From an optimization exercise on the open Yosys and OpenROAD flow, aimed at small area, a short achievable clock period and few clock cycles per item; shortcuts taken in it are not production practice. RTL that was checked went through simulation tests only; none was proved equivalent to the original.

==> flow/design.v (excerpt) <==
module crc_generator(
input clk,reset,
input s_axis_input_tvalid,
output logic s_axis_input_tready,
input [7:0]s_axis_input_tdata,
input s_axis_input_tlast,
output logic m_axis_output_tvalid,
input  m_axis_output_tready,
output logic [7:0]m_axis_output_tdata,
output logic m_axis_output_tlast
    );
For scale: ~24 I/O pins.
==> module crc_generator, before the edit <==
module crc_generator(
input clk,reset,
input s_axis_input_tvalid,
output logic s_axis_input_tready,
input [7:0]s_axis_input_tdata,
input s_axis_input_tlast,
output logic m_axis_output_tvalid,
input  m_axis_output_tready,
output logic [7:0]m_axis_output_tdata,
output logic m_axis_output_tlast
    );
logic [23:0] crc;
logic [1:0]  emit_cnt;       
wire o_free  = ~m_axis_output_tvalid | m_axis_output_tready;
wire ld_crc  = (emit_cnt != 2'd0);
assign s_axis_input_tready = o_free & ~ld_crc;
wire ld_in   = s_axis_input_tvalid & s_axis_input_tready;
wire o_load  = ld_in | (o_free & ld_crc);
wire [7:0] o_byte = ld_crc ? crc[23:16] : s_axis_input_tdata;
wire [23:0] crc_next = crc24_d8(crc, o_byte);
function [23:0] crc24_d8(input [23:0] c, input [7:0] d);
    integer k;
    reg [23:0] r;
    begin
        r = c;
        for (k = 7; k >= 0; k = k - 1)
            r = {r[22:0], 1'b0} ^ ((d[k] ^ r[23]) ? 24'h864CFB : 24'h0);
        crc24_d8 = r;
    end
endfunction
always @(posedge clk) begin
    if (reset) begin
        crc <= 24'h0;
        emit_cnt <= 2'd0;
        m_axis_output_tvalid <= 1'b0;
    end else begin
        if (o_load)
            crc <= crc_next;
        if (ld_in & s_axis_input_tlast)
            emit_cnt <= 2'd3;
        else if (o_free & ld_crc)
            emit_cnt <= emit_cnt - 2'd1;
        if (o_free)
            m_axis_output_tvalid <= o_load;
    end
end
always @(posedge clk) begin
    if (o_load) begin
        m_axis_output_tdata <= o_byte;
        m_axis_output_tlast <= ld_crc & (emit_cnt == 2'd1);
    end
end
endmodule
==> flow/config.mk <==
export PLATFORM = sky130hd
export DESIGN_NAME = crc_generator
export DESIGN_NICKNAME = crc_generator
export VERILOG_FILES = /design/flow/design.v
export SDC_FILE = /design/flow/constraint.sdc
export NUM_CORES = 8
export LEC_CHECK = 0
export CAP_MARGIN = 20
export CORE_MARGIN = 2
export CORE_UTILIZATION = 50
export SETUP_SLACK_MARGIN = 3.0
export SLEW_MARGIN = 20
==> flow/constraint.sdc <==
create_clock -name core_clock -period 5.5 [get_ports {clk}]
set_input_delay 1.1000 -clock core_clock [delete_from_list [all_inputs] [get_ports {clk}]]
set_output_delay 1.1000 -clock core_clock [all_outputs]
set_load 0.01 [all_outputs]
run.sh (not shown) runs the stock make flow with config.mk's settings and CLKGATE_MAP_FILE= SYNTH_SCRIPT=/design/flow/synth_recipe.tcl, a recipe that flattens the netlist after the stock synthesis.
Testbench counts at the start, summed over its fixed seeds: cycles 15,304, blocks 64.
Change:
==> flow/design.v (replaced) <==
`timescale 1ns / 1ps
module crc_generator(
input clk,reset,
input s_axis_input_tvalid,
output logic s_axis_input_tready,
input [7:0]s_axis_input_tdata,
input s_axis_input_tlast,
output logic m_axis_output_tvalid,
input  m_axis_output_tready,
output logic [7:0]m_axis_output_tdata,
output logic m_axis_output_tlast
    );
logic [23:0] crc;
logic [7:0]  skid_data;
logic        skid_valid;
logic        skid_last;
logic [1:0]  emit_cnt;       
wire s_fire  = s_axis_input_tvalid & s_axis_input_tready;
wire o_free  = ~m_axis_output_tvalid | m_axis_output_tready;
wire       ld_skid = skid_valid;
wire       ld_crc  = ~skid_valid & (emit_cnt != 2'd0);
wire       ld_in   = ~skid_valid & (emit_cnt == 2'd0) & s_fire;
wire       o_load  = o_free & (ld_skid | ld_crc | ld_in);
wire [7:0] o_byte  = ld_skid ? skid_data : (ld_crc ? crc[23:16] : s_axis_input_tdata);
wire       o_dlast = ld_skid ? skid_last : s_axis_input_tlast;    
wire [23:0] crc_next = crc24_d8(crc, o_byte);
function [23:0] crc24_d8(input [23:0] c, input [7:0] d);
    integer k;
    reg [23:0] r;
    begin
        r = c;
        for (k = 7; k >= 0; k = k - 1)
            r = {r[22:0], 1'b0} ^ ((d[k] ^ r[23]) ? 24'h864CFB : 24'h0);
        crc24_d8 = r;
    end
endfunction
wire skid_take = s_fire & ~(o_free & ~skid_valid & (emit_cnt == 2'd0));
wire       skid_valid_n = skid_take | (skid_valid & ~o_free);
wire [1:0] emit_n       = (o_load & ~ld_crc & o_dlast) ? 2'd3 :
                          (o_load & ld_crc) ? emit_cnt - 2'd1 : emit_cnt;
always @(posedge clk) begin
    if (reset) begin
        crc <= 24'h0;
        skid_valid <= 1'b0;
        emit_cnt <= 2'd0;
        m_axis_output_tvalid <= 1'b0;
        s_axis_input_tready <= 1'b1;
    end else begin
        if (o_load)
            crc <= crc_next;
        emit_cnt <= emit_n;
        skid_valid <= skid_valid_n;
        if (o_free)
            m_axis_output_tvalid <= ld_skid | ld_crc | ld_in;
        s_axis_input_tready <= ~skid_valid_n & (emit_n == 2'd0);
    end
end
always @(posedge clk) begin
    if (o_load) begin
        m_axis_output_tdata <= o_byte;
        m_axis_output_tlast <= ld_crc & (emit_cnt == 2'd1);
    end
    if (skid_take) begin
        skid_data <= s_axis_input_tdata;
        skid_last <= s_axis_input_tlast;
    end
end
endmodule
Effect:
- global-route usage falls by 2.0 points
- count of clock-buffer cells in the layout rises by 2
- critical path depth falls by 1
- synthesized cell count rises by 23%
- cell area rises by 24%
Testbench counts after the change, summed over its fixed seeds: cycles 15,304, blocks 64.

---

crc_generator, a different RTL version from the one above (not shown whole).
For scale: roughly 47 flip-flops, about 2500 um^2 of cells after synthesis.
==> module crc_generator, before the edit <==
module crc_generator(
input clk,reset,
input s_axis_input_tvalid,
output logic s_axis_input_tready,
input [7:0]s_axis_input_tdata,
input s_axis_input_tlast,
output logic m_axis_output_tvalid,
input  m_axis_output_tready,
output logic [7:0]m_axis_output_tdata,
output logic m_axis_output_tlast
    );
logic [23:0] crc;
logic [7:0]  skid_data;
logic        skid_valid;
logic [1:0]  emit_cnt;       
logic        emit;           
wire s_fire  = s_axis_input_tvalid & s_axis_input_tready;
wire o_free  = ~m_axis_output_tvalid | m_axis_output_tready;
wire ld_crc  = emit & ~skid_valid;
wire o_load  = o_free & (skid_valid | emit | s_axis_input_tvalid);
wire skid_take = s_fire & (skid_valid | emit | ~o_free);
wire [23:0] crc_next = crc24_d8(crc, m_axis_output_tdata);
function [23:0] crc24_d8(input [23:0] c, input [7:0] d);
    integer k;
    reg [23:0] r;
    begin
        r = c;
        for (k = 7; k >= 0; k = k - 1)
            r = {r[22:0], 1'b0} ^ ((d[k] ^ r[23]) ? 24'h864CFB : 24'h0);
        crc24_d8 = r;
    end
endfunction
wire [1:0] emit_cnt_n = (s_fire & s_axis_input_tlast) ? 2'd3 :
                        (o_free & ld_crc) ? emit_cnt - 2'd1 : emit_cnt;
wire       skid_valid_n = skid_take | (skid_valid & ~o_free);
always @(posedge clk) begin
    if (reset) begin
        crc <= 24'h0;
        m_axis_output_tdata <= 8'h0;
        skid_valid <= 1'b0;
        emit_cnt <= 2'd0;
        emit <= 1'b0;
        m_axis_output_tvalid <= 1'b0;
        s_axis_input_tready <= 1'b1;
    end else begin
        if (o_load) begin
            crc <= crc_next;
            m_axis_output_tdata <= skid_valid ? skid_data :
                                   emit ? crc_next[23:16] : s_axis_input_tdata;
        end
        skid_valid <= skid_valid_n;
        emit_cnt <= emit_cnt_n;
        emit <= (emit_cnt_n != 2'd0);
        if (o_free)
            m_axis_output_tvalid <= o_load;
        s_axis_input_tready <= ~skid_valid_n & (emit_cnt_n == 2'd0);
    end
end
always @(posedge clk) begin
    if (o_load)
        m_axis_output_tlast <= ld_crc & (emit_cnt == 2'd1);
    if (skid_take)
        skid_data <= s_axis_input_tdata;
end
endmodule
clock: 5.5 ns
lec_check: 0
cap_margin: 20
core_margin: 2
core_utilization: 50
setup_slack_margin: 3.4
slew_margin: 20
Testbench counts at the start, summed over its fixed seeds: cycles 15,304, blocks 64.
Next try:
--- a/flow/design.v
+++ b/flow/design.v
@@ -16,4 +16,5 @@
 logic [1:0]  emit_cnt;       
 logic        emit;           
+logic        first;          
 wire s_fire  = s_axis_input_tvalid & s_axis_input_tready;
 wire o_free  = ~m_axis_output_tvalid | m_axis_output_tready;
@@ -21,5 +22,5 @@
 wire o_load  = o_free & (skid_valid | emit | s_axis_input_tvalid);
 wire skid_take = s_fire & (skid_valid | emit | ~o_free);
-wire [23:0] crc_next = crc24_d8(crc, m_axis_output_tdata);
+wire [23:0] crc_next = first ? 24'h0 : crc24_d8(crc, m_axis_output_tdata);
 function [23:0] crc24_d8(input [23:0] c, input [7:0] d);
     integer k;
@@ -37,17 +38,13 @@
 always @(posedge clk) begin
     if (reset) begin
-        crc <= 24'h0;
-        m_axis_output_tdata <= 8'h0;
         skid_valid <= 1'b0;
         emit_cnt <= 2'd0;
         emit <= 1'b0;
+        first <= 1'b1;
         m_axis_output_tvalid <= 1'b0;
         s_axis_input_tready <= 1'b1;
     end else begin
-        if (o_load) begin
-            crc <= crc_next;
-            m_axis_output_tdata <= skid_valid ? skid_data :
-                                   emit ? crc_next[23:16] : s_axis_input_tdata;
-        end
+        if (o_load)
+            first <= 1'b0;
         skid_valid <= skid_valid_n;
         emit_cnt <= emit_cnt_n;
@@ -59,6 +56,10 @@
 end
 always @(posedge clk) begin
-    if (o_load)
+    if (o_load) begin
+        crc <= crc_next;
+        m_axis_output_tdata <= skid_valid ? skid_data :
+                               emit ? crc_next[23:16] : s_axis_input_tdata;
         m_axis_output_tlast <= ld_crc & (emit_cnt == 2'd1);
+    end
     if (skid_take)
         skid_data <= s_axis_input_tdata;
Core utilization went up by 2.8 points.
First-iteration DRC count went down by 60%.
Clock-buffer cell count does not change.
Worst setup slack loses 0.092 ns.
Cell count went down by about 6%.
Non-clock buffer count went up by 29.
Sequential share of layout area went up by 5.9 points.
Maximum frequency went down by about 4%.
Wire length went down by about 12%.
Die area went up by 3.3%.
No functional check of the RTL was part of the second run of this note.

==> static timing again, ports no longer ideal <==
How much do the figures lean on ideal ports? The routed layouts below were timed once more, with nothing changed but the port constraints. Step 1 (the two cells are an assumption about what drives the block):
set clk [get_ports {clk}]
set_driving_cell -lib_cell sky130_fd_sc_hd__clkbuf_16 $clk
set_driving_cell -lib_cell sky130_fd_sc_hd__buf_2 [delete_from_list [all_inputs] $clk]
Step 2 adds t to the input delays and takes it off the output delays; t is the mean of the earliest and latest rising clock arrival at the registers after step 1. Input paths then give back, and output paths get back, about the clock's delay inside the block. Slacks: ideal ports / drivers / drivers and shift; pairs: ideal ports / drivers.
run | shift t [ns] | setup WS [ns] | worst register clock-pin slew, ns
the first run of note 1 | 0.318 | 2.750 / 2.736 / 2.418 | 0.08 / 0.08
the second run of note 1 | 0.324 | 3.024 / 3.008 / 2.684 | 0.09 / 0.09
the first run of note 2 | 0.329 | 3.404 / 3.377 / 3.131 | 0.09 / 0.09
the second run of note 2 | 0.334 | 3.312 / 3.284 / 3.201 | 0.09 / 0.09
After both steps every run listed still meets setup and hold. For the second run of note 1, which loses most, drivers alone change the setup slack by -0.016 ns; drivers and shift together by -0.340 ns.
